Source: an optimization exercise on an open RTL-to-GDS flow (aim: small area and a short achievable clock period). Production flows keep margins and buffers that such runs may drop. RTL that was checked went through simulation tests only; none was proved equivalent to the original. Only the layout flow was run in runs 2 and 3; the RTL was not checked for function there. The clock cells of runs 4 to 7 come from the design's own scripts or RTL, not from TritonCTS. The clock port is modelled as an ideal driver, which makes a skipped or thinned clock tree look cheaper than it is; a real chip needs a root buffer or a tree. Power and IR drop assume default switching activity.

`design.v`:
```
module fifo(input clk, rstn, re, we_reg, sel, lfd,
	input [7:0] rdata,
	output vld, vo, full, sft,
	output [7:0] dout);
	reg [134:0] mem;         
	reg [15:0]  pos;         
	reg [3:0]   wptr;        
	reg         nempty, nfull;
	reg         vld_q;       
	reg [7:0]   data_out;
	reg [5:0]   cnt;         
	reg         cnt_zero;    
	reg [4:0]   tmo;         
	reg         sft_rst;
	reg         clr;         
	reg [8:0] head;
	integer k;
	always @(*) begin
		head = 9'd0;
		for (k = 0; k < 15; k = k + 1)
			head = head | ({9{pos[k]}} & mem[9*k +: 9]);
	end
	wire kill = ~rstn | sft_rst;
	wire wr = we_reg & sel & ~nfull & ~sft_rst;
	wire rd_ok = nempty & ~clr;
	always @(posedge clk)
		if (wr) mem <= {mem[125:0], lfd, rdata};
	wire [15:0] up = {pos[14:0], pos[15]};
	wire [15:0] dn = {pos[0], pos[15:1]};
	wire [15:0] pos_nr = wr ? up : pos;
	wire        ne_nr  = wr ? ~pos[14] : nempty;
	wire        nf_nr  = wr ? pos[13] & (wptr != 4'd14) : nfull;
	wire [15:0] pos_r  = rd_ok ? (wr ? pos : dn) : pos_nr;
	wire        ne_r   = rd_ok ? (wr | ~pos[0]) : ne_nr;
	wire        nf_r   = rd_ok ? (wr & pos[14] & (wptr != 4'd14)) : nf_nr;
	always @(posedge clk) begin
		if (kill) begin
			pos <= 16'h8000;
			wptr <= 4'd0;
			nempty <= 1'b0;
			vld_q <= 1'b0;
			nfull <= 1'b0;
		end else begin
			if (wr)
				wptr <= wptr + 4'd1;
			pos <= re ? pos_r : pos_nr;
			nempty <= re ? ne_r : ne_nr;
			vld_q <= re ? (rd_ok ? (wr | ~pos[0]) : (wr ? ~pos[14] : vld_q))
			            : (wr ? ~pos[14] : vld_q);
			nfull <= re ? nf_r : nf_nr;
		end
	end
	always @(posedge clk) begin
		if (kill | clr)
			data_out <= 8'd0;
		else if (re & nempty)
			data_out <= head[7:0];
	end
	always @(posedge clk)
		clr <= ~kill & ~clr & re & nempty & ~head[8] & (cnt_zero | (cnt == 6'd0)) & (|head[7:0]);
	wire [5:0] cnt_h = head[8] ? head[7:2] : (cnt_zero ? cnt : cnt - 6'd1);
	wire       cz_h  = head[8] ? 1'b0 : (cnt_zero | (cnt == 6'd0));
	always @(posedge clk) begin
		if (kill) begin
			cnt <= 6'd0;
			cnt_zero <= 1'b1;
		end else if (re & nempty) begin
			cnt <= cnt_h;
			cnt_zero <= cz_h;
		end
	end
	wire tmo_end = (tmo == 5'd8);
	always @(posedge clk) begin
		if (~rstn | ~nempty | re | tmo_end)
			tmo <= 5'd1;
		else
			tmo <= {tmo[3:0], tmo[4] ^ tmo[2]};
		sft_rst <= rstn & nempty & ~re & tmo_end;
	end
	assign vld = nempty;
	assign vo = vld_q;
	assign full = nfull;
	assign sft = sft_rst;
	assign dout = data_out;
endmodule
module router_top(input clk,rstn,re_0,re_1,re_2,pkt_valid,
	      input[7:0]data_in,
	      output vld_out_0,vld_out_1,vld_out_2,err,busy,
	      output[7:0]data_out_0,data_out_1,data_out_2);
reg st_da, st_lfd, st_wte, st_ld, st_ffs, st_lp, st_laf, st_cpe;
reg [1:0] addr_q;       
reg [1:0] dst;          
reg       lfd;          
reg [7:0] rdata;        
reg [7:0] fbyte;        
reg [7:0] par;          
reg       parity_done, low_pkt_valid, err_q;
wire [2:0] sft;
wire [2:0] vld;
wire [2:0] vo;
wire [2:0] full;
wire fifo_full = (dst == 2'd0) ? full[0] : (dst == 2'd1) ? full[1] : (dst == 2'd2) ? full[2] : 1'b0;
wire we_reg = st_ld | st_lp | st_laf;
wire rst_all = ~rstn | (|sft);
wire hdr_ok = pkt_valid & ~(data_in[1] & data_in[0]);
wire hdr_empty = (data_in[1:0] == 2'd0) ? ~vld[0] : (data_in[1:0] == 2'd1) ? ~vld[1] : ~vld[2];
wire wait_empty = (addr_q == 2'd0) ? ~vld[0] : (addr_q == 2'd1) ? ~vld[1] : (addr_q == 2'd2) ? ~vld[2] : 1'b0;
wire da_n  = (st_da & ~hdr_ok) | (st_laf & parity_done) | (st_cpe & ~fifo_full);
wire lfd_n = (st_da & hdr_ok & hdr_empty) | (st_wte & wait_empty);
wire wte_n = (st_da & hdr_ok & ~hdr_empty) | (st_wte & ~wait_empty);
wire ld_n  = st_lfd | (st_ld & ~fifo_full & pkt_valid) | (st_laf & ~parity_done & ~low_pkt_valid);
wire ffs_n = fifo_full & (st_ld | st_ffs | st_cpe);
wire lp_n  = (st_ld & ~fifo_full & ~pkt_valid) | (st_laf & ~parity_done & low_pkt_valid);
reg busy_q;              
always @(posedge clk) begin
	if (rst_all) begin
		st_da <= 1'b1; st_lfd <= 1'b0; st_wte <= 1'b0; st_ld <= 1'b0;
		st_ffs <= 1'b0; st_lp <= 1'b0; st_laf <= 1'b0; st_cpe <= 1'b0;
		busy_q <= 1'b0;
	end else begin
		st_da  <= da_n;
		st_lfd <= lfd_n;
		st_wte <= wte_n;
		st_ld  <= ld_n;
		st_ffs <= ffs_n;
		st_lp  <= lp_n;
		st_laf <= st_ffs & ~fifo_full;
		st_cpe <= st_lp;
		busy_q <= ~(da_n | ld_n);
	end
end
assign busy = busy_q;
always @(posedge clk) begin
	if (~rstn) begin
		addr_q <= 2'd0;
		dst <= 2'd0;
		lfd <= 1'b0;
	end else begin
		addr_q <= data_in[1:0];
		if (st_da) dst <= data_in[1:0];
		lfd <= st_lfd;
	end
end
always @(posedge clk) begin
	if (~rstn) begin
		rdata <= 8'd0;
		fbyte <= 8'd0;
		par <= 8'd0;
		parity_done <= 1'b0;
		low_pkt_valid <= 1'b0;
		err_q <= 1'b0;
	end else begin
		if (st_da | (st_ld & ~fifo_full))
			rdata <= data_in;
		else if (st_laf)
			rdata <= fbyte;
		if (fifo_full)
			fbyte <= data_in;
		if (st_da)
			par <= data_in;
		else if (st_ld)
			par <= par ^ data_in;
		if (st_da)
			parity_done <= 1'b0;
		else if ((st_laf & low_pkt_valid & ~parity_done) | (st_ld & ~fifo_full & ~pkt_valid))
			parity_done <= 1'b1;
		if (st_cpe)
			low_pkt_valid <= 1'b0;
		else if (st_ld & ~pkt_valid)
			low_pkt_valid <= 1'b1;
		if (st_cpe)
			err_q <= |par;
	end
end
assign err = err_q;
fifo q0(.clk(clk), .rstn(rstn), .re(re_0), .we_reg(we_reg), .sel(dst == 2'd0), .lfd(lfd),
	.rdata(rdata), .vld(vld[0]), .vo(vo[0]), .full(full[0]), .sft(sft[0]), .dout(data_out_0));
fifo q1(.clk(clk), .rstn(rstn), .re(re_1), .we_reg(we_reg), .sel(dst == 2'd1), .lfd(lfd),
	.rdata(rdata), .vld(vld[1]), .vo(vo[1]), .full(full[1]), .sft(sft[1]), .dout(data_out_1));
fifo q2(.clk(clk), .rstn(rstn), .re(re_2), .we_reg(we_reg), .sel(dst == 2'd2), .lfd(lfd),
	.rdata(rdata), .vld(vld[2]), .vo(vo[2]), .full(full[2]), .sft(sft[2]), .dout(data_out_2));
assign vld_out_0 = vo[0];
assign vld_out_1 = vo[1];
assign vld_out_2 = vo[2];
endmodule
```
`flow/run.sh`:
```
#!/bin/bash
# The standard layout, with clock tree synthesis using larger sink clusters
# and no dummy balancing loads. Each tool's output goes to its own log here.
set -euo pipefail
export CTS_ARGS="-sink_clustering_enable -repair_clock_nets -sink_clustering_size 30 -sink_clustering_max_diameter 60 -dont_use_dummy_load"
bash standard.sh > standard.log 2>&1
```
`standard.sh`:
```
#!/bin/bash
# synth_recipe.tcl (not shown) runs the flow's synth.tcl, then flattens the netlist and writes it again
# the make line also repeats each setting of config.mk as NAME=value (left out here)
make -C /OpenROAD-flow-scripts/flow DESIGN_CONFIG=/design/flow/config.mk WORK_HOME=/design/flow/orfs CLKGATE_MAP_FILE= SYNTH_SCRIPT=/design/flow/synth_recipe.tcl "${@:-finish}"
```
`config.mk`:
```
export PLATFORM = sky130hd
export DESIGN_NAME = router_top
export DESIGN_NICKNAME = router_top
export VERILOG_FILES = /design/flow/design.v
export SDC_FILE = /design/flow/constraint.sdc
export NUM_CORES = 4
export LEC_CHECK = 0
export CAP_MARGIN = 0
export CORE_MARGIN = 2
export CORE_UTILIZATION = 60
export SETUP_SLACK_MARGIN = 3.0
export SLEW_MARGIN = 0
export TNS_END_PERCENT = 5
```
`constraint.sdc`:
```
create_clock -name core_clock -period 5.0 [get_ports {clk}]
set_input_delay 1.0000 -clock core_clock [delete_from_list [all_inputs] [get_ports {clk}]]
set_output_delay 1.0000 -clock core_clock [all_outputs]
set_load 0.01 [all_outputs]
```
==> results.cfg, run 1 <==
[critical_path]
critPathLaunchType = flip-flop
worst-path-stages = 1
critical-path-top-delay-family = flip-flops
crit_type = flip-flop to primary output
path_cells = buf_6
required_ps = 4000
critPathSlowestCell = dfxtp_4
reg2reg_to = q2.pos[7]
startpoint = q1.data_out[3]
cp_max_fo = 2
slowest_delay_ps = 370
r2r_start = q2.sft_rst
rrSetupSlack_ps = 2990
crit_path_end = data_out_1[3]
rr_worst_depth = 5
arrival_ps = 1070
endpoint_kind = primary output
critPathBufInv = 1

[route]
first_iter_violations = 1547
firstDrtPassIters = 8
wl_um = 50400
viasPerCell = 6.59
ant_nets = 0
vias = 13600
drc = 0
wl_per_cell_um = 24.5

[floorplanning]
die_area_um2 = 38000
start_util = 0.612
die_y_um = 195
die_w_um = 195
num_rows = 69
core_um2 = 35700
pin_count = 43

[timing]
tns_ps = 0
period_needed_ps = 2070
finalSetupViolCount = 0
relSlewSlack = 0.469
period_share = 0.415
hold_viol = 0
grt_setup_unrepaired = true
final-max-slew-violation-count = 0
worst_pin_slew_ps = 796
holdWs_ps = 433
fmax_mhz = 482
finClkSkew_ps = 38.9

[pwr]
clkPwrFrac = 0.334
p_leak_uw = 0.00797
ir_drop_mv = 0.233
p_per_area_nw_per_um2 = 346
switchingPower_uw = 1710
power.internal_uw = 6620
p_comb_frac = 0.031
swShare = 0.205
p_seq_frac = 0.635
power_uw = 8330

[worst_hold_path]
hp-class = flip-flop to flip-flop
hold_start = q0.tmo[3]

[clock_network]
cts_tree = built
cts_buffers = 37
root_buffer = clkbuf_16
clock_path_buffers = 3
cts.sinks = 581
cts_htree_levels = 2
clk_latency_ps = 580
clk_transition_reported_paths_ps = 100

[synth]
synth-async-reset-ratio = 0
synth.largest_area_cell = edfxtp_1
avgSynthCellArea_um2 = 13.9
synth_ff_type = edfxtp_1
synthesis.nets = 1602
synth_cells = 1576
ys_ff_latch = 581
netlist_top_cells_area = edfxtp_1 56%, dfxtp_1 16%, a22oi_1 7.0%
yosysMostFrequentCell = edfxtp_1
netlist_area_um2 = 21900
yosysSeqAreaShare = 0.717
yosys.area.top_type_share = 0.556
synth_commonest_cells = 405 x edfxtp_1, 205 x a22oi_1, 176 x dfxtp_1
yosysUniqueCellTypes = 65
yosysWarnings = 2
synth-edff-count = 405

[grt]
grt_max_degree = 73
grt_usage = 0.266
gr-total-overflow = 0
grt_antenna_before_repair = 2
grt_pass1_vias = 13200
grt_pass1_wl_um = 77700

[placement]
place_inst = 1987
dp_hpwl_um = 29300
place.gp.congestion = 0.848
numPortBuffers = 42

[cells_and_area]
areaGrowthSynthToFinish_pct = 10.1
fin_nets = 1628
instances_no_fill = 2061
antenna_cells = 0
layout-drive-gt1-share = 0.136
final_util = 0.674

[run]
cap_violations = 0

[outcome]
status = complete, no violations
[kinds of logic after synthesis]
logic type / synth area share
buffers and inverters: 0.0217
DFF: 0.717
and+or+nand+nor: 0.0920
muxes: 0.0176
adders and majority gates: 0.00686
xor gates and xnor gates: 0.00480
AOI/OAI and AO/OA: 0.140
[routing by layer]
| layer | up-vias | routed length (um) | GRT usage | share of wire |
|---|---|---|---|---|
| li1 | 6153 | - | - | - |
| met1 | 6764 | 21700 | 0.383 | 0.43 |
| met2 | 585 | 23400 | 0.423 | 0.46 |
| met3 | 85 | 3960 | 0.0338 | 0.079 |
| met4 | 0 | 1370 | 0.0885 | 0.027 |
| met5 | - | 0 | 0 | 0 |
[layout by cell type (no fill, tap or decap), types with 7 or more instances in the layout]
master	count
a211oi_1	31
a21boi_0	7
a21oi_1	61
a222oi_1	25
a22oi_1	205
a32o_1	15
and2_1	20
buf_12	9
buf_2	27
buf_4	23
clkbuf_16	38
clkdlybuf4s50_1	9
dfxtp_1	126
dfxtp_2	48
edfxtp_1	405
ha_1	12
inv_1	14
mux2i_1	35
nand2_1	126
nand2b_1	7
nand3_1	29
nand3b_1	16
nand4_1	18
nor2_1	74
nor2b_1	16
nor3_1	20
nor3_2	11
o211a_1	8
o21ai_0	31
[power groups by stage]
stage | Combinational [uW] | Clock [uW] | Sequential (uW)
2_1_floorplan | 165 | 0 | 5350
3_3_place_gp | 220 | 0 | 5390
3_5_place_dp | 224 | 0 | 5400
4_1_cts | 256 | 2850 | 5290
5_1_grt | 284 | 2990 | 5300
6_report | 259 | 2780 | 5290
[through the flow]
stage	area, um2	setup slack (ps)
6_report	24100	2930
5_1_grt	24100	2880
4_1_cts	23900	2890
3_5_place_dp	22600	1730
3_3_place_gp	22600	1800
2_1_floorplan	22000	2790
[worst min path at each step]
stage,to,cells after the start
5_1_grt,q0.mem[15],0
4_1_cts,q0.tmo[4],1
2_1_floorplan,st_laf,2
3_5_place_dp,q1.mem[125],0
6_report,q0.tmo[4],1
3_3_place_gp,st_laf,2
[registers in the layout (all words and copies together) (netlist names), 16 cells and up]
name	count
q0.mem	135
q0.pos	16
q1.mem	135
q1.pos	16
q2.mem	135
q2.pos	16
[what timing repair did]
action                                  CTS  global route
gates cloned                              8             1
hold buffers                              0             0
setup buffers                            21             7
endpoints found under the setup margin  562           119
resized for setup                       197            33
pin swaps                                 8             3
[cell type report]
type / count / area, um2
flip-flops and latches: 581 / 15800
fillers: 2570 / 11600
multi-input cells: 881 / 5930
clock buffers: 37 / 926
repair buffers: 77 / 698
well taps: 461 / 577
inverters: 17 / 133
repair inverters: 7 / 73.8
==> run 2: changes to the inputs <==
--- a/design.v
+++ b/design.v
@@ -58,25 +58,22 @@
 	end
 	always @(posedge clk)
 		clr <= ~kill & ~clr & re & nempty & ~head[8] & (cnt_zero | (cnt == 6'd0)) & (|head[7:0]);
-	wire [5:0] cnt_h = head[8] ? head[7:2] : (cnt_zero ? cnt : cnt - 6'd1);
-	wire       cz_h  = head[8] ? 1'b0 : (cnt_zero | (cnt == 6'd0));
+	always @(posedge clk)
+		if (re & nempty)
+			cnt <= head[8] ? head[7:2] : cnt - 6'd1;
 	always @(posedge clk) begin
-		if (kill) begin
-			cnt <= 6'd0;
+		if (kill)
 			cnt_zero <= 1'b1;
-		end else if (re & nempty) begin
-			cnt <= cnt_h;
-			cnt_zero <= cz_h;
-		end
+		else if (re & nempty)
+			cnt_zero <= ~head[8] & (cnt_zero | (cnt == 6'd0));
 	end
-	wire tmo_end = (tmo == 5'd8);
-	always @(posedge clk) begin
-		if (~rstn | ~nempty | re | tmo_end)
+	always @(posedge clk)
+		if (~nempty | re | (tmo == 5'd30))
 			tmo <= 5'd1;
 		else
-			tmo <= {tmo[3:0], tmo[4] ^ tmo[2]};
-		sft_rst <= rstn & nempty & ~re & tmo_end;
-	end
+			tmo <= tmo + 5'd1;
+	always @(posedge clk)
+		sft_rst <= rstn & nempty & ~re & (tmo == 5'd30);
 	assign vld = nempty;
 	assign vo = vld_q;
 	assign full = nfull;
@@ -131,39 +128,31 @@
 end
 assign busy = busy_q;
 always @(posedge clk) begin
-	if (~rstn) begin
-		addr_q <= 2'd0;
-		dst <= 2'd0;
-		lfd <= 1'b0;
-	end else begin
-		addr_q <= data_in[1:0];
-		if (st_da) dst <= data_in[1:0];
-		lfd <= st_lfd;
-	end
+	addr_q <= data_in[1:0];
+	if (st_da) dst <= data_in[1:0];
+	lfd <= st_lfd;
+end
+always @(posedge clk) begin
+	if (st_da | (st_ld & ~fifo_full))
+		rdata <= data_in;
+	else if (st_laf)
+		rdata <= fbyte;
+	if (fifo_full)
+		fbyte <= data_in;
+	if (st_da)
+		par <= data_in;
+	else if (st_ld)
+		par <= par ^ data_in;
+	if (st_da)
+		parity_done <= 1'b0;
+	else if ((st_laf & low_pkt_valid & ~parity_done) | (st_ld & ~fifo_full & ~pkt_valid))
+		parity_done <= 1'b1;
 end
 always @(posedge clk) begin
 	if (~rstn) begin
-		rdata <= 8'd0;
-		fbyte <= 8'd0;
-		par <= 8'd0;
-		parity_done <= 1'b0;
 		low_pkt_valid <= 1'b0;
 		err_q <= 1'b0;
 	end else begin
-		if (st_da | (st_ld & ~fifo_full))
-			rdata <= data_in;
-		else if (st_laf)
-			rdata <= fbyte;
-		if (fifo_full)
-			fbyte <= data_in;
-		if (st_da)
-			par <= data_in;
-		else if (st_ld)
-			par <= par ^ data_in;
-		if (st_da)
-			parity_done <= 1'b0;
-		else if ((st_laf & low_pkt_valid & ~parity_done) | (st_ld & ~fifo_full & ~pkt_valid))
-			parity_done <= 1'b1;
 		if (st_cpe)
 			low_pkt_valid <= 1'b0;
 		else if (st_ld & ~pkt_valid)
==> run.sh (new file) <==
#!/bin/bash
# synth_recipe.tcl (not shown) runs the flow's synth.tcl, then flattens the netlist and writes it again
# the make line also repeats each setting of config.mk as NAME=value (left out here)
make -C /OpenROAD-flow-scripts/flow DESIGN_CONFIG=/design/flow/config.mk WORK_HOME=/design/flow/orfs CLKGATE_MAP_FILE= SYNTH_SCRIPT=/design/flow/synth_recipe.tcl finish
--- a/config.mk
+++ b/config.mk
@@ -10,4 +10,3 @@
 export CORE_UTILIZATION = 60
 export SETUP_SLACK_MARGIN = 3.0
 export SLEW_MARGIN = 0
-export TNS_END_PERCENT = 5
removed: flow/run.sh
removed: standard.sh
==> run 2 against run 1 <==
  * Still clean
  * Critical path type unchanged
  * Flip-flop and latch count stayed put
  * Total power rose by 20%
  * Count of clock-buffer cells in the layout grew 36
  * Cell area increased by 6.7%
  * Routed wire length is 1.6% higher
==> results.cfg, run 2 <==
[outcome]
status = complete, no violations

[timing]
holdWs_ps = 362
fmax_mhz = 481
period_needed_ps = 2080
worst_pin_slew_ps = 847
final-max-slew-violation-count = 0
period_share = 0.416
worst_slack_ps = 2920
grt_setup_unrepaired = true
relSlewSlack = 0.434
finalSetupViolCount = 0
tns_ps = 0
hold_viol = 0
finClkSkew_ps = 11.9

[pwr]
power.internal_uw = 7960
swShare = 0.203
clkPwrFrac = 0.439
p_leak_uw = 0.00863
p_per_area_nw_per_um2 = 389
p_comb_frac = 0.027
switchingPower_uw = 2030
p_seq_frac = 0.534
ir_drop_mv = 0.413

[synth]
synthesis.nets = 1475
netlist_area_um2 = 21600
yosysUniqueCellTypes = 59
yosysSeqAreaShare = 0.746
synth_commonest_cells = 449 x edfxtp_1, 208 x a22oi_1, 132 x dfxtp_1
yosys.area.top_type_share = 0.624
synth_cells = 1443
yosysWarnings = 2
synth.largest_area_cell = edfxtp_1
avgSynthCellArea_um2 = 15.0
yosysMostFrequentCell = edfxtp_1
synth-async-reset-ratio = 0
ys_ff_latch = 581
synth_ff_type = edfxtp_1
synth-edff-count = 449
netlist_top_cells_area = edfxtp_1 62%, dfxtp_1 12%, a22oi_1 7.2%

[placement]
dp_hpwl_um = 28400
numPortBuffers = 42
dp_worst_setup_slack_ps = 1800
place.gp.congestion = 0.789
place_area_um2 = 22400

[floorplanning]
die_y_um = 194
core_um2 = 35500
pin_count = 43
die_area_um2 = 37500
start_util = 0.609
die_w_um = 194
num_rows = 69

[critical_path]
critPathSlowestCell = dfxtp_4
arrival_ps = 1080
slowest_delay_ps = 360
cp_max_fo = 2
crit_type = flip-flop to primary output
endpoint_kind = primary output
critPathLaunchType = flip-flop
required_ps = 4000
critPathBufInv = 1
critical-path-top-delay-family = flip-flops
path_cells = buf_6

[run]
cap_violations = 0

[clock_network]
clk_latency_ps = 610
cts_htree_levels = 2
root_buffer = clkbuf_16
postCtsHoldBufs = 0
cts_tree = built
clock_path_buffers = 3
clk_transition_reported_paths_ps = 60
cts_buffers = 57
cts.sinks = 581

[route]
drc = 0
ant_nets = 0
viasPerCell = 6.49
vias = 13400
wl_um = 51200
firstDrtPassIters = 6
first_iter_violations = 1469
wl_per_cell_um = 24.9

[grt]
grt_pass1_vias = 13000
grt_pass1_wl_um = 77400
grt_usage = 0.269
gr-total-overflow = 0
grt_max_degree = 72
grt_antenna_before_repair = 1

[cells_and_area]
areaGrowthSynthToFinish_pct = 19.0
fillers = 2238
layout-drive-gt1-share = 0.205
antenna_cells = 0
final_common_cell = edfxtp_1
fin_nets = 1581
design_area_um2 = 25700
final_util = 0.724
layout_common_cells = 449 x edfxtp_1, 193 x a22oi_1, 98 x dfxtp_1
largest_registers = q0.mem: 135 flops, q1.mem: 135 flops, q2.mem: 135 flops

[worst_hold_path]
hp-class = flip-flop to flip-flop
[run 2: changes by cell type after synthesis, moves of 13 or more]
cell      delta
nand4_1     +20
o21ai_0     -27
mux2i_1     -13
nor2_1      +22
nand2_1     -47
dfxtp_1     -44
edfxtp_1    +44
clkbuf_1    -28
nor2b_1     -15
and2_1      -22
nand3b_1    -13
nor3_1      -19
a32o_1      -15
xnor2_1     +14
[run 2: cells by family after synthesis]
| family | share of synthesized area |
|---|---|
| compound gates | 0.122 |
| xor+xnor | 0.0154 |
| fa+ha+maj | 0.0104 |
| buf+inv | 0.0203 |
| flops | 0.746 |
| mux | 0.0149 |
| simple gates | 0.0707 |
[run 2: cell type report]
cell class / count / area [um2] / area share
flip-flops and latches: 581 / 16200 / 0.629
multi-input cells: 761 / 5380 / 0.209
clock buffers: 73 / 1580 / 0.0614
repair buffers: 119 / 1400 / 0.0543
well taps: 461 / 577 / 0.0224
clock inverters: 35 / 344 / 0.0134
inverters: 24 / 146 / 0.00570
repair inverters: 5 / 109 / 0.00423
[run 2: path summary, 6_finish.rpt]
path	slack, ps	from	cells after the start	end
worst max register to register	2960	dst[1]	7	q0.pos[6]
worst min register to register	360	st_lfd	0	lfd
worst max-delay path	2920	q2.vld_q	1	vld_out_2
worst min-delay path	360	st_lfd	0	lfd
[run 2: routing by layer]
layer / track usage / wire length (um) / share of wire
met4: 0.0775 / 1140 / 0.022
met3: 0.0461 / 4610 / 0.090
met2: 0.397 / 23000 / 0.45
met5: 0 / 0 / 0
met1: 0.415 / 22400 / 0.44
[run 2: per-stage QoR]
stage,power [uW],cells
global route,10300,2059
CTS,10000,2035
finish,9990,2059
global placement,5630,1874
detailed placement,5630,1874
floorplan,5540,1443
[run 2: power groups by stage]
stage / clock [uW] / sequential, uW / combinational (uW)
finish: 4380 / 5330 / 272
global route: 4640 / 5340 / 296
CTS: 4450 / 5330 / 247
detailed placement: 0 / 5440 / 199
global placement: 0 / 5440 / 195
floorplan: 0 / 5400 / 139
[run 2: what timing repair did]
item	CTS	global route
endpoints found under the setup margin	566	432
gates resized for setup	224	63
pin swaps	19	40
gates cloned	9	7
setup buffers	44	17
==> run 3: changes to the inputs <==
--- a/config.mk
+++ b/config.mk
@@ -8,5 +8,5 @@
 export CAP_MARGIN = 0
 export CORE_MARGIN = 2
 export CORE_UTILIZATION = 60
-export SETUP_SLACK_MARGIN = 3.0
+export SETUP_SLACK_MARGIN = 2.8
 export SLEW_MARGIN = 0
==> run 3 against run 2 <==
  * Maximum frequency fell by 3.4%
  * Sequential power barely moved
  * Sequential share of layout area rose by 2.9 points
  * Utilization fell by 3.4 points
  * Synthesized cell count did not move
  * Non-clock buffer count fell by 55
  * Clock skew rose by 8.4 ps
  * Flip-flop and latch count did not move
  * Global-route usage fell by 1.6 points
  * Combinational power fell by about 20%
  * Largest power group unchanged
  * Highest routed layer unchanged
==> results.cfg, run 3 <==
[route]
firstDrtPassIters = 8
first_iter_violations = 1488
viasPerCell = 6.37
wl_um = 47900
ant_nets = 0
drc = 0
vias = 12800
wl_per_cell_um = 23.9

[grt]
grt_usage = 0.253
grt_max_degree = 144
grt_pass1_wl_um = 72600
grt_pass1_vias = 12300
grt_antenna_before_repair = 2
gr-total-overflow = 0

[timing]
final-max-slew-violation-count = 0
grt_setup_unrepaired = true
tns_ps = 0
period_needed_ps = 2150
relSlewSlack = 0.437
finClkSkew_ps = 20.3
finalSetupViolCount = 0
fmax_mhz = 465
hold_viol = 0
period_share = 0.431
worst_pin_slew_ps = 840
holdWs_ps = 361

[cells_and_area]
largest_registers = q0.mem: 135 flops, q1.mem: 135 flops, q2.mem: 135 flops
fin_nets = 1525
layout_common_cells = 449 x edfxtp_1, 206 x a22oi_1, 124 x dfxtp_1
areaGrowthSynthToFinish_pct = 13.4
instances_no_fill = 2002
layout-drive-gt1-share = 0.121
final_common_cell = edfxtp_1

[floorplanning]
die_area_um2 = 37500
core_um2 = 35500
die_w_um = 194
pin_count = 43
num_rows = 69
die_y_um = 194
start_util = 0.609

[critical_path]
cp_max_fo = 2
required_ps = 4000
arrival_ps = 1150
path_cells = clkdlybuf4s15_2
critical-path-top-delay-family = flip-flops
endpoint_kind = primary output
crit_type = flip-flop to primary output
slowest_delay_ps = 340
critPathSlowestCell = dfxtp_2
critPathLaunchType = flip-flop
critPathBufInv = 1

[clock_network]
cts_buffers = 55
cts.sinks = 581
clock_path_buffers = 3
cts_htree_levels = 2
postCtsHoldBufs = 0
clk_transition_reported_paths_ps = 60
root_buffer = clkbuf_16
cts_tree = built
clk_latency_ps = 590

[synth]
netlist_top_cells_area = edfxtp_1 62%, dfxtp_1 12%, a22oi_1 7.2%
avgSynthCellArea_um2 = 15.0
yosys.area.top_type_share = 0.624
synth_ff_type = edfxtp_1
synthesis.nets = 1475
synth.largest_area_cell = edfxtp_1
netlist_area_um2 = 21600
synth-async-reset-ratio = 0
synth_commonest_cells = 449 x edfxtp_1, 208 x a22oi_1, 132 x dfxtp_1
yosysWarnings = 2
synth-edff-count = 449
yosysSeqAreaShare = 0.746
yosysUniqueCellTypes = 59
ys_ff_latch = 581
synth_cells = 1443
yosysMostFrequentCell = edfxtp_1

[run]
cap_violations = 0

[placement]
numPortBuffers = 42
dp_hpwl_um = 27500
place.gp.congestion = 0.787
place_inst = 1877

[pwr]
p_leak_uw = 0.00803
ir_drop_mv = 0.470
p_per_area_nw_per_um2 = 396

[outcome]
status = complete, no violations

[worst_hold_path]
hp-class = flip-flop to flip-flop
==> run 3: cell count changes in the layout (fill, tap and decap cells not counted), moves of 24 or more <==
| cell | previous run | this run |
|---|---|---|
| dfxtp_2 | 32 | 8 |
| buf_4 | 41 | 16 |
| dfxtp_1 | 98 | 124 |
| buf_6 | 44 | 0 |
==> run 3: stage by stage <==
step / setup WS, ps / util / instance area, um2 / total power, uW
2_1_floorplan: 84.3 / - / 21700 / 5530
3_3_place_gp: 1780 / 0.631 / 22400 / 5640
3_5_place_dp: 1710 / 0.631 / 22400 / 5640
4_1_cts: 2720 / 0.688 / 24400 / 9790
5_1_grt: 2740 / 0.690 / 24500 / 10000
6_report: 2850 / 0.690 / 24500 / 9710
==> run 3: path summary, 6_finish.rpt <==
path | from | depth (start not counted) | slack (ps) | end
worst min-delay path | st_lfd | 0 | 360 | lfd
worst min register to register | st_lfd | 0 | 360 | lfd
worst max register to register | dst[1] | 3 | 2850 | q2.mem[76]
worst max-delay path | q1.data_out[6] | 1 | 2850 | data_out_1[6]
==> run 3: power breakdown <==
part	total [uW]	switching (uW)	internal [uW]	leakage, uW
combinational	218	142	76.5	0.00200
sequential	5340	80.7	5260	0.00514
clock	4150	1730	2430	0.000889
==> run 3: kinds of logic (layout without fill, tap and decap cells) <==
family / Yosys count / after routing / synth area share
other cells: 0 / 2 / 0
xor+xnor: 38 / 38 / 0.0154
compound gates: 361 / 361 / 0.122
flops: 581 / 581 / 0.746
buf+inv: 102 / 193 / 0.0203
simple gates: 312 / 317 / 0.0707
fa+ha+maj: 18 / 18 / 0.0104
mux: 31 / 31 / 0.0149
==> run 3: cell type report <==
cell class,instances,area [um2]
sequential,581,16100
fill,2426,11000
multi-input combinational,765,5200
clock buffer,77,1560
timing repair buffer,64,584
tap,461,577
clock inverter,26,241
inverter,24,154
timing repair inverter,2,41.3
antenna,2,5.00
==> run 3: what timing repair did <==
action,4_1_cts,5_1_grt
endpoints found under the setup margin,512,166
cloned,4,3
resized for setup,89,32
pin swaps,5,5
buffers inserted,8,5
endpoints found under the hold margin,0,0
==> run 3: routing by layer <==
layer	vias up	track usage	routed length, um
met5	-	0	0
met4	0	0.0961	1420
met3	71	0.0567	3850
met2	507	0.371	21500
met1	6370	0.375	21100
li1	5805	-	-
==> run 4: changes to the inputs <==
--- a/design.v
+++ b/design.v
@@ -58,22 +58,25 @@
 	end
 	always @(posedge clk)
 		clr <= ~kill & ~clr & re & nempty & ~head[8] & (cnt_zero | (cnt == 6'd0)) & (|head[7:0]);
-	always @(posedge clk)
-		if (re & nempty)
-			cnt <= head[8] ? head[7:2] : cnt - 6'd1;
+	wire [5:0] cnt_h = head[8] ? head[7:2] : (cnt_zero ? cnt : cnt - 6'd1);
+	wire       cz_h  = head[8] ? 1'b0 : (cnt_zero | (cnt == 6'd0));
 	always @(posedge clk) begin
-		if (kill)
+		if (kill) begin
+			cnt <= 6'd0;
 			cnt_zero <= 1'b1;
-		else if (re & nempty)
-			cnt_zero <= ~head[8] & (cnt_zero | (cnt == 6'd0));
+		end else if (re & nempty) begin
+			cnt <= cnt_h;
+			cnt_zero <= cz_h;
+		end
 	end
-	always @(posedge clk)
-		if (~nempty | re | (tmo == 5'd30))
+	wire tmo_end = (tmo == 5'd8);
+	always @(posedge clk) begin
+		if (~rstn | ~nempty | re | tmo_end)
 			tmo <= 5'd1;
 		else
-			tmo <= tmo + 5'd1;
-	always @(posedge clk)
-		sft_rst <= rstn & nempty & ~re & (tmo == 5'd30);
+			tmo <= {tmo[3:0], tmo[4] ^ tmo[2]};
+		sft_rst <= rstn & nempty & ~re & tmo_end;
+	end
 	assign vld = nempty;
 	assign vo = vld_q;
 	assign full = nfull;
@@ -128,31 +131,39 @@
 end
 assign busy = busy_q;
 always @(posedge clk) begin
-	addr_q <= data_in[1:0];
-	if (st_da) dst <= data_in[1:0];
-	lfd <= st_lfd;
-end
-always @(posedge clk) begin
-	if (st_da | (st_ld & ~fifo_full))
-		rdata <= data_in;
-	else if (st_laf)
-		rdata <= fbyte;
-	if (fifo_full)
-		fbyte <= data_in;
-	if (st_da)
-		par <= data_in;
-	else if (st_ld)
-		par <= par ^ data_in;
-	if (st_da)
-		parity_done <= 1'b0;
-	else if ((st_laf & low_pkt_valid & ~parity_done) | (st_ld & ~fifo_full & ~pkt_valid))
-		parity_done <= 1'b1;
+	if (~rstn) begin
+		addr_q <= 2'd0;
+		dst <= 2'd0;
+		lfd <= 1'b0;
+	end else begin
+		addr_q <= data_in[1:0];
+		if (st_da) dst <= data_in[1:0];
+		lfd <= st_lfd;
+	end
 end
 always @(posedge clk) begin
 	if (~rstn) begin
+		rdata <= 8'd0;
+		fbyte <= 8'd0;
+		par <= 8'd0;
+		parity_done <= 1'b0;
 		low_pkt_valid <= 1'b0;
 		err_q <= 1'b0;
 	end else begin
+		if (st_da | (st_ld & ~fifo_full))
+			rdata <= data_in;
+		else if (st_laf)
+			rdata <= fbyte;
+		if (fifo_full)
+			fbyte <= data_in;
+		if (st_da)
+			par <= data_in;
+		else if (st_ld)
+			par <= par ^ data_in;
+		if (st_da)
+			parity_done <= 1'b0;
+		else if ((st_laf & low_pkt_valid & ~parity_done) | (st_ld & ~fifo_full & ~pkt_valid))
+			parity_done <= 1'b1;
 		if (st_cpe)
 			low_pkt_valid <= 1'b0;
 		else if (st_ld & ~pkt_valid)
==> flow/run.sh (new file) <==
#!/bin/bash
# The standard layout, except that the clock tree is built by flow/manual_cts.tcl:
# the clock port drives four root buffers, each driving the leaf buffers of
# about 28 flip-flops apiece. Each tool's output goes to its own log here.
set -euo pipefail
export PRE_CTS_TCL="$PWD/flow/pre_cts.tcl"
export MCTS_PER=28
export MCTS_ROOTS=4
bash standard.sh > standard.log 2>&1
==> flow/manual_cts.tcl (new file) <==
# Two-level clock tree: the clock port drives one root buffer, which drives
# one leaf buffer per cluster of about 28 flip-flops (k-means on position).
proc mcts_build {} {
  set block [ord::get_db_block]
  set db [ord::get_db]
  set clk [$block findNet clk]
  set master [$db findMaster sky130_fd_sc_hd__clkbuf_16]
  set sinks {}
  foreach it [$clk getITerms] {
    if {[$it isInputSignal] || [[$it getMTerm] getSigType] eq "CLOCK" || [[$it getMTerm] getName] eq "CLK"} {
      set inst [$it getInst]
      set b [$inst getBBox]
      lappend sinks [list $it [expr {([$b xMin]+[$b xMax])/2.0}] [expr {([$b yMin]+[$b yMax])/2.0}]]
    }
  }
  set n [llength $sinks]
  set per $::env(MCTS_PER)
  set k [expr {int(ceil(double($n)/$per))}]
  # k-means, seeded along a serpentine order
  set sorted [lsort -real -index 2 $sinks]
  set cx {}; set cy {}
  for {set i 0} {$i < $k} {incr i} {
    set s [lindex $sorted [expr {int(($i + 0.5) * $n / $k)}]]
    lappend cx [lindex $s 1]; lappend cy [lindex $s 2]
  }
  set cap [expr {int(ceil(double($n)/$k * 1.15))}]
  for {set iter 0} {$iter < 30} {incr iter} {
    # capacity-limited assignment: sinks in order of their best distance
    set pairs {}
    set si 0
    foreach s $sinks {
      set x [lindex $s 1]; set y [lindex $s 2]
      for {set c 0} {$c < $k} {incr c} {
        set d [expr {abs($x - [lindex $cx $c]) + abs($y - [lindex $cy $c])}]
        lappend pairs [list $d $si $c]
      }
      incr si
    }
    set pairs [lsort -real -index 0 $pairs]
    set assign [lrepeat $n -1]
    set cnt [lrepeat $k 0]
    foreach p $pairs {
      lassign $p d si c
      if {[lindex $assign $si] >= 0} continue
      if {[lindex $cnt $c] >= $cap} continue
      lset assign $si $c
      lset cnt $c [expr {[lindex $cnt $c] + 1}]
    }
    set sx [lrepeat $k 0.0]; set sy [lrepeat $k 0.0]
    for {set si 0} {$si < $n} {incr si} {
      set c [lindex $assign $si]
      lset sx $c [expr {[lindex $sx $c] + [lindex $sinks $si 1]}]
      lset sy $c [expr {[lindex $sy $c] + [lindex $sinks $si 2]}]
    }
    for {set c 0} {$c < $k} {incr c} {
      if {[lindex $cnt $c] > 0} {
        lset cx $c [expr {[lindex $sx $c] / [lindex $cnt $c]}]
        lset cy $c [expr {[lindex $sy $c] / [lindex $cnt $c]}]
      }
    }
  }
  puts "MCTS: $n sinks, $k clusters, sizes $cnt"
  set xs [lsort -real $cx]; set ys [lsort -real $cy]
  set mxc [lindex $xs [expr {$k / 2}]]; set myc [lindex $ys [expr {$k / 2}]]
  set groups [dict create]
  for {set c 0} {$c < $k} {incr c} {
    set g [expr {([lindex $cx $c] >= $mxc ? 1 : 0) + ([lindex $cy $c] >= $myc ? 2 : 0)}]
    if {$::env(MCTS_ROOTS) == 1} { set g 0 }
    dict lappend groups $g $c
  }
  set leaves [lrepeat $k {}]
  foreach g [dict keys $groups] {
    set cl [dict get $groups $g]
    set rx 0.0; set ry 0.0
    foreach c $cl { set rx [expr {$rx + [lindex $cx $c]}]; set ry [expr {$ry + [lindex $cy $c]}] }
    set rx [expr {int($rx / [llength $cl])}]; set ry [expr {int($ry / [llength $cl])}]
    set root [odb::dbInst_create $block $master clkbuf_root_$g]
    $root setLocation $rx $ry
    $root setPlacementStatus PLACED
    set rnet [odb::dbNet_create $block clknet_root_$g]
    $rnet setSigType CLOCK
    [$root findITerm A] connect $clk
    [$root findITerm X] connect $rnet
    foreach c $cl {
      set leaf [odb::dbInst_create $block $master clkbuf_leaf_$c]
      $leaf setLocation [expr {int([lindex $cx $c])}] [expr {int([lindex $cy $c])}]
      $leaf setPlacementStatus PLACED
      set lnet [odb::dbNet_create $block clknet_leaf_$c]
      $lnet setSigType CLOCK
      [$leaf findITerm A] connect $rnet
      [$leaf findITerm X] connect $lnet
      lset leaves $c $lnet
    }
  }
  for {set si 0} {$si < $n} {incr si} {
    set it [lindex $sinks $si 0]
    $it disconnect
    $it connect [lindex $leaves [lindex $assign $si]]
  }
  $clk setSigType CLOCK
}
==> flow/pre_cts.tcl (new file) <==
# Runs before ORFS's clock tree synthesis step: builds the clock tree by hand
# (manual_cts.tcl) and turns clock_tree_synthesis into a no-op for this step.
source [file join [file dirname [info script]] manual_cts.tcl]
mcts_build
set_propagated_clock [all_clocks]
proc clock_tree_synthesis {args} { puts "clock tree already built by manual_cts.tcl" }
==> standard.sh (new file) <==
#!/bin/bash
# synth_recipe.tcl (not shown) runs the flow's synth.tcl, then flattens the netlist and writes it again
# the make line also repeats each setting of config.mk as NAME=value (left out here)
make -C /OpenROAD-flow-scripts/flow DESIGN_CONFIG=/design/flow/config.mk WORK_HOME=/design/flow/orfs CLKGATE_MAP_FILE= SYNTH_SCRIPT=/design/flow/synth_recipe.tcl "${@:-finish}"
--- a/config.mk
+++ b/config.mk
@@ -8,5 +8,5 @@
 export CAP_MARGIN = 0
 export CORE_MARGIN = 2
 export CORE_UTILIZATION = 60
-export SETUP_SLACK_MARGIN = 2.8
+export SETUP_SLACK_MARGIN = 3.25
 export SLEW_MARGIN = 0
removed: run.sh
==> run 4 against run 3 <==
  * Critical path depth is 7 higher
  * Still clean
  * Clock skew is 26 ps higher
  * Largest power group unchanged
  * Global-route usage is 2.8 points higher
==> results.cfg, run 4 <==
[outcome]
status = complete, no violations

[grt]
grt_antenna_before_repair = 0
grt_max_degree = 73
grt_pass1_wl_um = 83000
grt_pass1_vias = 14000
gr-total-overflow = 0
grt_usage = 0.281

[cells_and_area]
largest_registers = q0.mem: 135 flops, q1.mem: 135 flops, q2.mem: 135 flops
fin_nets = 1766
antenna_cells = 0
instances_no_fill = 2199
layout-drive-gt1-share = 0.287
final_util = 0.747
layout_common_cells = 405 x edfxtp_1, 175 x a22oi_1, 104 x nand2_1
fillers = 2249
design_area_um2 = 26700
areaGrowthSynthToFinish_pct = 22.0
final_common_cell = edfxtp_1

[timing]
tns_ps = 0
hold_viol = 0
finClkSkew_ps = 46.6
grt_setup_unrepaired = true
finalSetupViolCount = 0
fmax_mhz = 517
period_needed_ps = 1940
relSlewSlack = 0.546
final-max-slew-violation-count = 0
worst_pin_slew_ps = 680
period_share = 0.387
holdWs_ps = 425

[worst_hold_path]
hold_start = st_ffs
worst_hold_path.num_cells = 2
min_to = st_laf
hp-class = flip-flop to flip-flop

[synth]
yosysWarnings = 2
avgSynthCellArea_um2 = 13.9
ys_ff_latch = 581
synth-async-reset-ratio = 0
synth_commonest_cells = 405 x edfxtp_1, 205 x a22oi_1, 176 x dfxtp_1
yosysMostFrequentCell = edfxtp_1
yosysUniqueCellTypes = 65
synth_cells = 1576
netlist_area_um2 = 21900
synth-edff-count = 405
synthesis.nets = 1602
synth_ff_type = edfxtp_1
synth.largest_area_cell = edfxtp_1
netlist_top_cells_area = edfxtp_1 56%, dfxtp_1 16%, a22oi_1 7.0%
yosys.area.top_type_share = 0.556
yosysSeqAreaShare = 0.717

[critical_path]
critical-path-top-delay-family = simple AND/OR/NAND/NOR gates
path_cells = or3_4 > buf_6 > buf_6 > nor4_4 > buf_12 > buf_12 > a22oi_1 > a21oi_1
rrSetupSlack_ps = 3060
required_ps = 5270
critPathLaunchType = flip-flop
rr_worst_depth = 8
endpoint_kind = flip-flop
slowest_delay_ps = 380
critPathBufInv = 4
cp_max_fo = 6
critPathSlowestCell = dfxtp_2
crit_type = flip-flop to flip-flop
arrival_ps = 2210
r2r_start = q0.sft_rst
reg2reg_to = q0.pos[3]

[floorplanning]
core_um2 = 35700
die_w_um = 195
start_util = 0.612
die_area_um2 = 38000
die_y_um = 195
pin_count = 43
num_rows = 69

[route]
firstDrtPassIters = 6
viasPerCell = 6.65
drc = 0
first_iter_violations = 1662
vias = 14600
ant_nets = 0
wl_um = 56600
wl_per_cell_um = 25.7

[clock_network]
clk_latency_ps = 370
clk_transition_reported_paths_ps = 110

[placement]
place_area_um2 = 22700
dp_hpwl_um = 30300
place.gp.congestion = 0.826
numPortBuffers = 42
place_inst = 1985

[pwr]
p_per_area_nw_per_um2 = 297
ir_drop_mv = 0.258
p_leak_uw = 0.00907

[run]
cap_violations = 0
## run 4: cell types whose count changed after synthesis, moves of 15 or more
cell      change
nor2b_1      +15
nand4_1      -20
nor3_1       +19
edfxtp_1     -44
nand2_1      +47
a32o_1       +15
and2_1       +22
dfxtp_1      +44
clkbuf_1     +28
o21ai_0      +27
nor2_1       -22
## run 4: where the power goes
group	internal [uW]	switching [uW]
logic	194	230
registers	5190	86.4
clock network	909	1310
## run 4: metrics by stage
stage          total power (uW)  setup slack, ps
6_report                   7920             3060
3_5_place_dp               5630             1660
2_1_floorplan              5530             2800
4_1_cts                    7910             3090
3_3_place_gp               5620             1730
5_1_grt                    8140             3020
## run 4: cell families (layout without fill, tap and decap cells)
kind of cell / after synthesis / count (layout) / synth area share
buf+inv: 114 / 275 / 0.0217
mux: 38 / 38 / 0.0176
fa+ha+maj: 12 / 12 / 0.00686
xor+xnor: 12 / 12 / 0.00480
compound gates: 422 / 422 / 0.140
simple gates: 397 / 398 / 0.0920
flops: 581 / 581 / 0.717
## run 4: worst max-delay path by stage
stage | from | end | slack [ps] | depth (start not counted)
after floorplan | re_0 | q0.pos[8] | 2800 | 6
after global placement | rstn | q0.cnt[4] | 1730 | 5
after detailed placement | rstn | q0.cnt[5] | 1660 | 5
after CTS | re_0 | q0.pos[13] | 3090 | 6
after global routing | q0.sft_rst | q0.pos[14] | 3020 | 8
final | q0.sft_rst | q0.pos[3] | 3060 | 8
## run 4: repair_timing
action                     in CTS  in global routing
pin swaps                      71                 79
resized for setup             459                126
setup endpoints to repair     609                416
cloned                         32                 12
hold buffers                    0                  0
buffers inserted               96                 49
## run 4: area by class of cell
class | count | area, um2 | area share
Timing Repair inverter | 33 | 581 | 0.0217
Tap cell | 461 | 577 | 0.0216
Inverter | 17 | 133 | 0.00497
Sequential cell | 581 | 15900 | 0.595
Multi-Input combinational cell | 882 | 6580 | 0.247
Timing Repair Buffer | 200 | 2320 | 0.0868
Buffer | 25 | 626 | 0.0234
## run 4: metal layers
metal,GRT usage,vias to the layer above,part of all wire
met5,0,-,0
met4,0.0826,0,0.034
met3,0.0259,100,0.079
met2,0.462,706,0.48
met1,0.404,7339,0.41
li1,-,6471,-
## run 4: worst min-delay path, stage by stage, from the launching register on
cell	delay [ps]
dfxtp_1	320
nand2_1	50
nor2_1	40
==> run 5: changes to the inputs <==
--- a/config.mk
+++ b/config.mk
@@ -8,5 +8,5 @@
 export CAP_MARGIN = 0
 export CORE_MARGIN = 2
 export CORE_UTILIZATION = 60
-export SETUP_SLACK_MARGIN = 3.25
+export SETUP_SLACK_MARGIN = 3.4
 export SLEW_MARGIN = 0
==> run 5 against run 4 <==
  * Still clean on timing, DRC and antenna
  * Total power rose by 0.48%
  * Utilization rose by 3.1 points
  * Synthesized area did not move
  * Maximum frequency fell by 0.15%
  * Via count rose by 2.4%
  * Clock power barely moved
  * Final cell count rose by 2.5%
  * Critical path type unchanged
  * Die area did not move
  * Critical endpoint is now q1.pos[3]
==> results.cfg, run 5 <==
[outcome]
status = complete, no violations

[critical_path]
crit_type = flip-flop to flip-flop
critPathSlowestCell = or4b_4
arrival_ps = 2180
critPathLaunchType = flip-flop
cpMostUsedCell = buf_6
endpoint_kind = flip-flop
path_cells = buf_6 > or4b_4 > nor3_4 > buf_6 > buf_6 > nor2_4 > buf_12 > nand2_2 > a21oi_2
required_ps = 5240
cp_max_fo = 8
slowest_delay_ps = 470

[route]
ant_nets = 0
viasPerCell = 6.64
firstDrtPassIters = 6
drc = 0
vias = 15000
wl_um = 58400
first_iter_violations = 1625
wl_per_cell_um = 25.9

[synth]
avgSynthCellArea_um2 = 13.9
yosysUniqueCellTypes = 65
yosysSeqAreaShare = 0.717
synth-edff-count = 405
ys_ff_latch = 581
yosysMostFrequentCell = edfxtp_1
synth_commonest_cells = 405 x edfxtp_1, 205 x a22oi_1, 176 x dfxtp_1
synth_ff_type = edfxtp_1
synthesis.nets = 1602
synth-async-reset-ratio = 0
synth.largest_area_cell = edfxtp_1
yosys.area.top_type_share = 0.556
yosysWarnings = 2
synth_cells = 1576
netlist_area_um2 = 21900
netlist_top_cells_area = edfxtp_1 56%, dfxtp_1 16%, a22oi_1 7.0%

[floorplanning]
die_area_um2 = 38000
start_util = 0.612
pin_count = 43
die_y_um = 195
num_rows = 69
die_w_um = 195
core_um2 = 35700

[timing]
finClkSkew_ps = 50.2
final-max-slew-violation-count = 0
finalSetupViolCount = 0
worst_pin_slew_ps = 670
relSlewSlack = 0.552
fmax_mhz = 516
hold_viol = 0
tns_ps = 0
period_needed_ps = 1940
grt_setup_unrepaired = true
period_share = 0.388

[clock_network]
postCtsHoldBufs = 0
clk_transition_reported_paths_ps = 110
clk_latency_ps = 380

[cells_and_area]
layout-drive-gt1-share = 0.351
design_area_um2 = 27800
layout_common_cells = 405 x edfxtp_1, 184 x a22oi_1, 112 x buf_4
final_util = 0.778
largest_registers = q0.mem: 135 flops, q1.mem: 135 flops, q2.mem: 135 flops
fin_nets = 1820
areaGrowthSynthToFinish_pct = 27.1
final_common_cell = edfxtp_1
instances_no_fill = 2254

[worst_hold_path]
hp-class = flip-flop to flip-flop

[placement]
place.gp.congestion = 0.834
place_inst = 1985
dp_hpwl_um = 29300
place_area_um2 = 23000
numPortBuffers = 42

[grt]
grt_max_degree = 72
grt_antenna_before_repair = 1
grt_pass1_wl_um = 82800
gr-total-overflow = 0
grt_usage = 0.282
grt_pass1_vias = 14100

[pwr]
ir_drop_mv = 0.309
p_leak_uw = 0.00953
p_per_area_nw_per_um2 = 286
power_uw = 7960

[run]
cap_violations = 0
==> run 5: worst paths after layout <==
| check | start | endpoint | slack, ps | depth (start not counted) |
|---|---|---|---|---|
| worst min register to register | q2.mem[92] | q2.mem[101] | 440 | 0 |
| worst max register to register | dst[0] | q1.pos[3] | 3060 | 9 |
| worst min-delay path | q2.mem[92] | q2.mem[101] | 440 | 0 |
| worst max-delay path | dst[0] | q1.pos[3] | 3060 | 9 |
==> run 5: cells by family after synthesis <==
logic type               Yosys count  share of synthesized area
XOR/XNOR                          12                    0.00480
AND/OR/NAND/NOR                  397                     0.0920
flip-flops                       581                      0.717
buffers and inverters            114                     0.0217
adder cells (fa/ha/maj)           12                    0.00686
multiplexers                      38                     0.0176
AO/OA/AOI/OAI                    422                      0.140
==> run 5: worst max-delay path, delay by kind of cell, from the launching register on <==
kind	cells	cell delay, ps
AND/OR/NAND/NOR	4	850
buffers and inverters	4	500
flip-flops	1	400
AO/OA/AOI/OAI	1	60
==> run 5: what timing repair did <==
action / CTS / global route
setup buffers: 121 / 71
endpoints found under the setup margin: 610 / 551
gates resized for setup: 476 / 201
cloned: 26 / 25
pin swaps: 79 / 101
==> run 5: final cells by class <==
type	instances	area (um2)
sequential	581	15900
timing repair buffer	248	2850
tap	461	577
fill	2060	7940
inverter	17	113
buffer	25	626
antenna	1	2.50
timing repair inverter	36	701
multi-input combinational	885	7050
==> run 5: where the power goes <==
group          internal (uW)  switching, uW  total [uW]
logic                    200            238         438
clock network            910           1330        2240
registers               5190           92.6        5280
==> run 5: routing by layer <==
metal	vias to the layer above	track usage	wire length, um
met4	0	0.0710	1390
met3	91	0.0599	5900
met1	7489	0.395	23400
li1	6575	-	-
met2	812	0.454	27700
met5	-	0	0
==> run 5: through the flow <==
step | worst slack (ps) | hold slack [ps]
final | 3060 | 437
after global routing | 3020 | 453
after CTS | 3140 | 435
after detailed placement | 1630 | 428
after global placement | 1680 | 416
after floorplan | 2800 | 409
==> run 6: changes to the inputs <==
--- a/config.mk
+++ b/config.mk
@@ -8,5 +8,5 @@
 export CAP_MARGIN = 0
 export CORE_MARGIN = 2
 export CORE_UTILIZATION = 60
-export SETUP_SLACK_MARGIN = 3.4
+export SETUP_SLACK_MARGIN = 3.15
 export SLEW_MARGIN = 0
==> run 6 against run 5 <==
  * Clock power hardly changed
  * Highest routed layer unchanged
  * Utilization is 8.1 points lower
  * Sequential power barely moved
  * Synthesized cell count did not move
  * Hold slack improved by 2.1 ps
  * Routed wire length shrank 12%
  * Setup slack better by 80 ps
  * Final cell count decreased by 6.3%
  * Combinational power is 29% lower
  * Critical path type is now input pin to flip-flop
  * Synthesized area is the same
  * Flip-flop and latch count did not move
  * Critical endpoint is now q2.pos[6]
==> results.cfg, run 6 <==
[timing]
worst_pin_slew_ps = 652
finClkSkew_ps = 39.2
period_share = 0.372
period_needed_ps = 1860
tns_ps = 0
relSlewSlack = 0.564
final-max-slew-violation-count = 0
grt_setup_unrepaired = true
fmax_mhz = 538
finalSetupViolCount = 0
hold_viol = 0
worst_slack_ps = 3140

[grt]
grt_pass1_vias = 13200
grt_usage = 0.261
grt_pass1_wl_um = 77200
busiest_layer = met2
grt_max_degree = 73
grt_antenna_before_repair = 2
met3_usage = 0.0259
gr-total-overflow = 0
grt_use_met2 = 0.422
use_met1 = 0.388

[synth]
yosysWarnings = 2
synth_ff_type = edfxtp_1
netlist_area_um2 = 21900
yosysMostFrequentCell = edfxtp_1
synth_commonest_cells = 405 x edfxtp_1, 205 x a22oi_1, 176 x dfxtp_1
synth_cells = 1576
synth-adder-area-share = 0.00686
synthMuxAreaShare = 0.0176
synth_compound_area_frac = 0.140
synth.largest_area_cell = edfxtp_1
synth-xor-area-share = 0.00480
netlist_top_cells_area = edfxtp_1 56%, dfxtp_1 16%, a22oi_1 7.0%
synth-async-reset-ratio = 0
yosysSeqAreaShare = 0.717
synth-edff-count = 405
synthesis.nets = 1602
yosys.area_share.simple = 0.0920
ys_ff_latch = 581
yosysUniqueCellTypes = 65
avgSynthCellArea_um2 = 13.9
synth_top_family_by_area = compound AO/OA/AOI/OAI gates
yosys.area.top_type_share = 0.556

[critical_path]
critPathLaunchType = input pin
cp_max_fo = 11
crit_type = input pin to flip-flop
endpoint_kind = flip-flop
rrSetupSlack_ps = 3150
required_ps = 5280
reg2reg_to = q2.cnt[1]
r2r_start = q2.pos[9]
arrival_ps = 2140
rr_worst_depth = 5

[pwr]
p_per_area_nw_per_um2 = 314
ir_drop_mv = 0.221
p_leak_uw = 0.00825

[route]
drc = 0
vias = 13800
viasPerCell = 6.56
first_iter_violations = 1527
wl_um = 51100
wl_per_cell_um = 24.2
ant_nets = 0
firstDrtPassIters = 5

[clock_network]
clk_transition_reported_paths_ps = 110
clk_latency_ps = 360
postCtsHoldBufs = 0

[floorplanning]
die_w_um = 195
die_area_um2 = 38000
start_util = 0.612
core_um2 = 35700
num_rows = 69
pin_count = 43
die_y_um = 195

[cells_and_area]
antenna_cells = 0
fillers = 2442
largest_registers = q0.mem: 135 flops, q1.mem: 135 flops, q2.mem: 135 flops
fin_nets = 1678
layout_common_cells = 405 x edfxtp_1, 198 x a22oi_1, 117 x nand2_1
final_common_cell = edfxtp_1
areaGrowthSynthToFinish_pct = 13.8
layout-drive-gt1-share = 0.216

[placement]
dp_hpwl_um = 29200
place.gp.congestion = 0.793
dp_worst_setup_slack_ps = 1820
numPortBuffers = 42

[worst_hold_path]
hold_start = q0.mem[63]
min_to = q0.mem[72]
hp-class = flip-flop to flip-flop
worst_hold_path.num_cells = 0

[outcome]
status = complete, no violations

[run]
cap_violations = 0
==> run 6: worst max path at each step <==
stage,start,to,slack (ps)
floorplan,re_0,q0.pos[8],2800
global placement,rstn,q0.clr,1860
detailed placement,re_0,q0.pos[14],1820
CTS,rstn,q2.clr,3120
global route,re_0,q0.nfull,3100
finish,re_2,q2.pos[6],3140
==> run 6: routing by layer <==
layer | part of all wire | vias to the layer above
li1 | - | 6268
met1 | 0.44 | 6964
met2 | 0.47 | 535
met3 | 0.069 | 81
met4 | 0.024 | 0
met5 | 0 | -
==> run 6: logic make-up after synthesis <==
logic type                 count (synthesis)
and+or+nand+nor                          397
buffers and inverters                    114
xor gates and xnor gates                  12
adders and majority gates                 12
DFF                                      581
muxes                                     38
AOI/OAI and AO/OA                        422
==> run 6: critical path: stages <==
cell      delay, ps
buf_8            80
and3b_2         230
buf_6           120
a21boi_4        300
buf_12          180
a22oi_1          70
a21oi_1         160
==> run 6: report_power, final <==
part	total [uW]	leakage [uW]	switching (uW)	internal, uW
logic	309	0.00280	181	128
registers	5280	0.00514	87.1	5190
clock network	2220	0.000308	1310	910
==> run 6: final cells by class <==
class / count / area, um2 / share of cell area
multi-input combinational: 884 / 6240 / 0.251
timing repair inverter: 9 / 171 / 0.00689
inverter: 17 / 123 / 0.00493
sequential: 581 / 15900 / 0.637
buffer: 25 / 626 / 0.0251
tap: 461 / 577 / 0.0232
timing repair buffer: 134 / 1300 / 0.0522
==> run 6: through the flow <==
step,std cells,hold WS (ps),utilization,area [um2],power (uW)
finish,2111,439,0.697,24900,7810
global route,2111,456,0.697,24900,8030
CTS,2086,439,0.681,24300,7820
detailed placement,1985,435,0.635,22700,5630
global placement,1985,418,0.635,22700,5620
floorplan,1576,409,-,22100,5520
==> run 6: timing repair <==
item,CTS,global route
pin swaps,21,24
buffers inserted,62,24
cloned,14,1
resized for setup,304,90
setup endpoints to repair,609,281
==> run 7: changes to the inputs <==
--- a/config.mk
+++ b/config.mk
@@ -7,6 +7,7 @@
 export LEC_CHECK = 0
 export CAP_MARGIN = 0
 export CORE_MARGIN = 2
-export CORE_UTILIZATION = 60
-export SETUP_SLACK_MARGIN = 3.15
+export CORE_UTILIZATION = 70
+export PLACE_DENSITY = 0.75
+export SETUP_SLACK_MARGIN = 3.1
 export SLEW_MARGIN = 0
==> run 7 against run 6 <==
  * Sequential share of layout area grew 1.6 points
  * Cell area shrank 2.6%
  * Routed wire length grew 0.26%
  * Global-route usage grew 4.0 points
  * Hold slack lost 7.9 ps
  * Maximum frequency shrank 2.8%
  * Flip-flop and latch count is the same
  * Largest cell class unchanged
==> results.cfg, run 7 <==
[synth]
yosysUniqueCellTypes = 65
synth_ff_type = edfxtp_1
netlist_area_um2 = 21900
yosysWarnings = 2
synth_cells = 1576
synth.largest_area_cell = edfxtp_1
yosysMostFrequentCell = edfxtp_1
yosys.area.top_type_share = 0.556
synthesis.nets = 1602
synth_commonest_cells = 405 x edfxtp_1, 205 x a22oi_1, 176 x dfxtp_1
avgSynthCellArea_um2 = 13.9
netlist_top_cells_area = edfxtp_1 56%, dfxtp_1 16%, a22oi_1 7.0%
synth-edff-count = 405
yosysSeqAreaShare = 0.717
ys_ff_latch = 581
synth-async-reset-ratio = 0

[cells_and_area]
fillers = 1732
areaGrowthSynthToFinish_pct = 10.8
final_common_cell = edfxtp_1
largest_registers = q0.mem: 135 flops, q1.mem: 135 flops, q2.mem: 135 flops
fin_nets = 1654
multi_input_area_um2 = 6120
seq_area_um2 = 15800
layout_common_cells = 405 x edfxtp_1, 203 x a22oi_1, 123 x nand2_1
design_area_um2 = 24200
antenna_cells = 0
layout-drive-gt1-share = 0.186

[timing]
period_share = 0.382
finClkSkew_ps = 59.7
hold_viol = 0
worst_pin_slew_ps = 769
tns_ps = 0
worst_slack_ps = 3090
final-max-slew-violation-count = 0
period_needed_ps = 1910
relSlewSlack = 0.486
fmax_mhz = 523
finalSetupViolCount = 0
grt_setup_unrepaired = true

[critical_path]
endpoint_kind = flip-flop
crit_type = input pin to flip-flop
critPathSlowestCell = nor4_4
slowest_delay_ps = 280
arrival_ps = 2170
startpoint = re_0
cp_max_fo = 7
critPathLaunchType = input pin
required_ps = 5260
r2r_start = q1.pos[3]
rrSetupSlack_ps = 3110
reg2reg_to = q1.cnt[4]
worst-path-stages = 6
path_cells = buf_2 > and3b_2 > nor4_4 > buf_6 > a22oi_1 > a21oi_1
critical-path-top-delay-family = simple AND/OR/NAND/NOR gates
rr_worst_depth = 6
critPathBufInv = 2
crit_path_end = q0.pos[11]

[worst_hold_path]
hold_start = q1.mem[4]
hp-class = flip-flop to flip-flop

[clock_network]
clk_latency_ps = 370
postCtsHoldBufs = 0
clk_transition_reported_paths_ps = 100

[pwr]
ir_drop_mv = 0.315
p_leak_uw = 0.00805
p_per_area_nw_per_um2 = 320
power_uw = 7750

[floorplanning]
die_y_um = 181
num_rows = 64
pin_count = 43
start_util = 0.713
die_area_um2 = 32700
die_w_um = 181
core_um2 = 30700

[placement]
numPortBuffers = 42
place.gp.congestion = 0.873
dp_hpwl_um = 29100
place_area_um2 = 22600
dp_worst_setup_slack_ps = 1710

[route]
ant_nets = 0
vias = 14100
wl_per_cell_um = 25.3
viasPerCell = 6.96
firstDrtPassIters = 6
first_iter_violations = 2128
drc = 0
wl_um = 51300

[grt]
grt_usage = 0.300
grt_pass1_vias = 13400
grt_pass1_wl_um = 77000
grt_antenna_before_repair = 1
gr-total-overflow = 0
grt_max_degree = 73

[outcome]
status = complete, no violations

[run]
cap_violations = 0
## run 7: changes by cell type in the layout (fill, tap and decap cells not counted), sizes merged
cell | before | now
buf | 125 | 98
clkbuf | 26 | 29
clkinv | 4 | 1
clkdlybuf4s15 | 0 | 2
inv | 21 | 23
bufinv | 1 | 2
nand2b | 12 | 11
o31a | 3 | 2
## run 7: report_power, final
part / internal, uW / switching [uW]
Clock: 908 / 1280
Combinational: 106 / 170
Sequential: 5190 / 88.5
## run 7: through the flow
step,util,cells,hold WS [ps]
6_report,0.790,2022,431
5_1_grt,0.790,2022,446
4_1_cts,0.779,1996,429
3_5_place_dp,0.736,1921,434
3_3_place_gp,0.736,1921,416
2_1_floorplan,-,1576,409
## run 7: area by class of cell
| type | count | area share |
|---|---|---|
| repair buffers | 112 | 0.0382 |
| multi-input cells | 882 | 0.252 |
| inverters | 17 | 0.00547 |
| well taps | 396 | 0.0204 |
| plain buffers | 25 | 0.0258 |
| repair inverters | 9 | 0.00444 |
| flip-flops and latches | 581 | 0.653 |
## run 7: kinds of logic (layout without fill, tap and decap cells)
family / after synthesis / count (layout) / synth area share
xor gates and xnor gates: 12 / 12 / 0.00480
DFF: 581 / 581 / 0.717
adders and majority gates: 12 / 12 / 0.00686
and+or+nand+nor: 397 / 398 / 0.0920
muxes: 38 / 38 / 0.0176
buffers and inverters: 114 / 163 / 0.0217
AOI/OAI and AO/OA: 422 / 422 / 0.140
## run 7: worst min path at each step
stage          slack [ps]         end  cells after the start
4_1_cts               430  q1.mem[13]                      0
3_5_place_dp          430  q2.mem[74]                      0
5_1_grt               450  q1.mem[98]                      0
6_report              430  q1.mem[13]                      0
2_1_floorplan         410      st_laf                      2
3_3_place_gp          420      st_laf                      2
## run 7: what timing repair did
| action | CTS | global route |
|---|---|---|
| pin swaps | 13 | 17 |
| cloned | 11 | 0 |
| buffers inserted | 39 | 26 |
| setup endpoints to repair | 606 | 256 |
| resized for setup | 253 | 68 |
## run 7: metal layers
metal | GRT usage | up-vias | routed length (um)
li1 | - | 6209 | -
met1 | 0.443 | 6886 | 20300
met2 | 0.481 | 874 | 24000
met3 | 0.0413 | 107 | 5440
met4 | 0.0768 | 0 | 1510
met5 | 0 | - | 0

==> port drivers added, routing unchanged <==
No port has a modelled driver above. Below, the same layouts with a new extraction and two added sets of constraints. Step 1, drivers: a clkbuf_16 drives clk and a buf_2 each remaining input, both assumed. Step 2 times the ports against the registers' clock, not the clock port: input delays grow and output delays shrink by t, the midpoint of the rising clock arrivals with the driver on. a / b / c = ideal / step 1 / step 2; a / b = the first two.
run	t (ns)	setup slack, ns	hold slack, ns	slew at the worst register clock pin (ns)	cell pins on the clock port's net
run 1	0.605	2.927 / 2.871 / 2.460	0.433 / 0.433 / 0.433	0.10 / 0.10	1
run 2	0.655	2.920 / 2.866 / 2.503	0.362 / 0.362 / 0.362	0.06 / 0.06	1
run 3	0.643	2.847 / 2.789 / 2.241	0.361 / 0.361 / 0.361	0.06 / 0.06	1
run 4	0.470	3.065 / 3.025 / 2.668	0.425 / 0.425 / 0.425	0.12 / 0.12	4
run 5	0.472	3.062 / 3.026 / 2.660	0.437 / 0.437 / 0.437	0.12 / 0.12	4
run 6	0.469	3.141 / 3.027 / 2.743	0.439 / 0.439 / 0.439	0.12 / 0.12	4
run 7	0.464	3.088 / 3.010 / 2.721	0.431 / 0.431 / 0.431	0.11 / 0.11	4
After both steps every run listed still meets setup and hold. The setup slack of run 3, which loses most, moves by -0.058 ns with the drivers and by -0.606 ns with both steps.
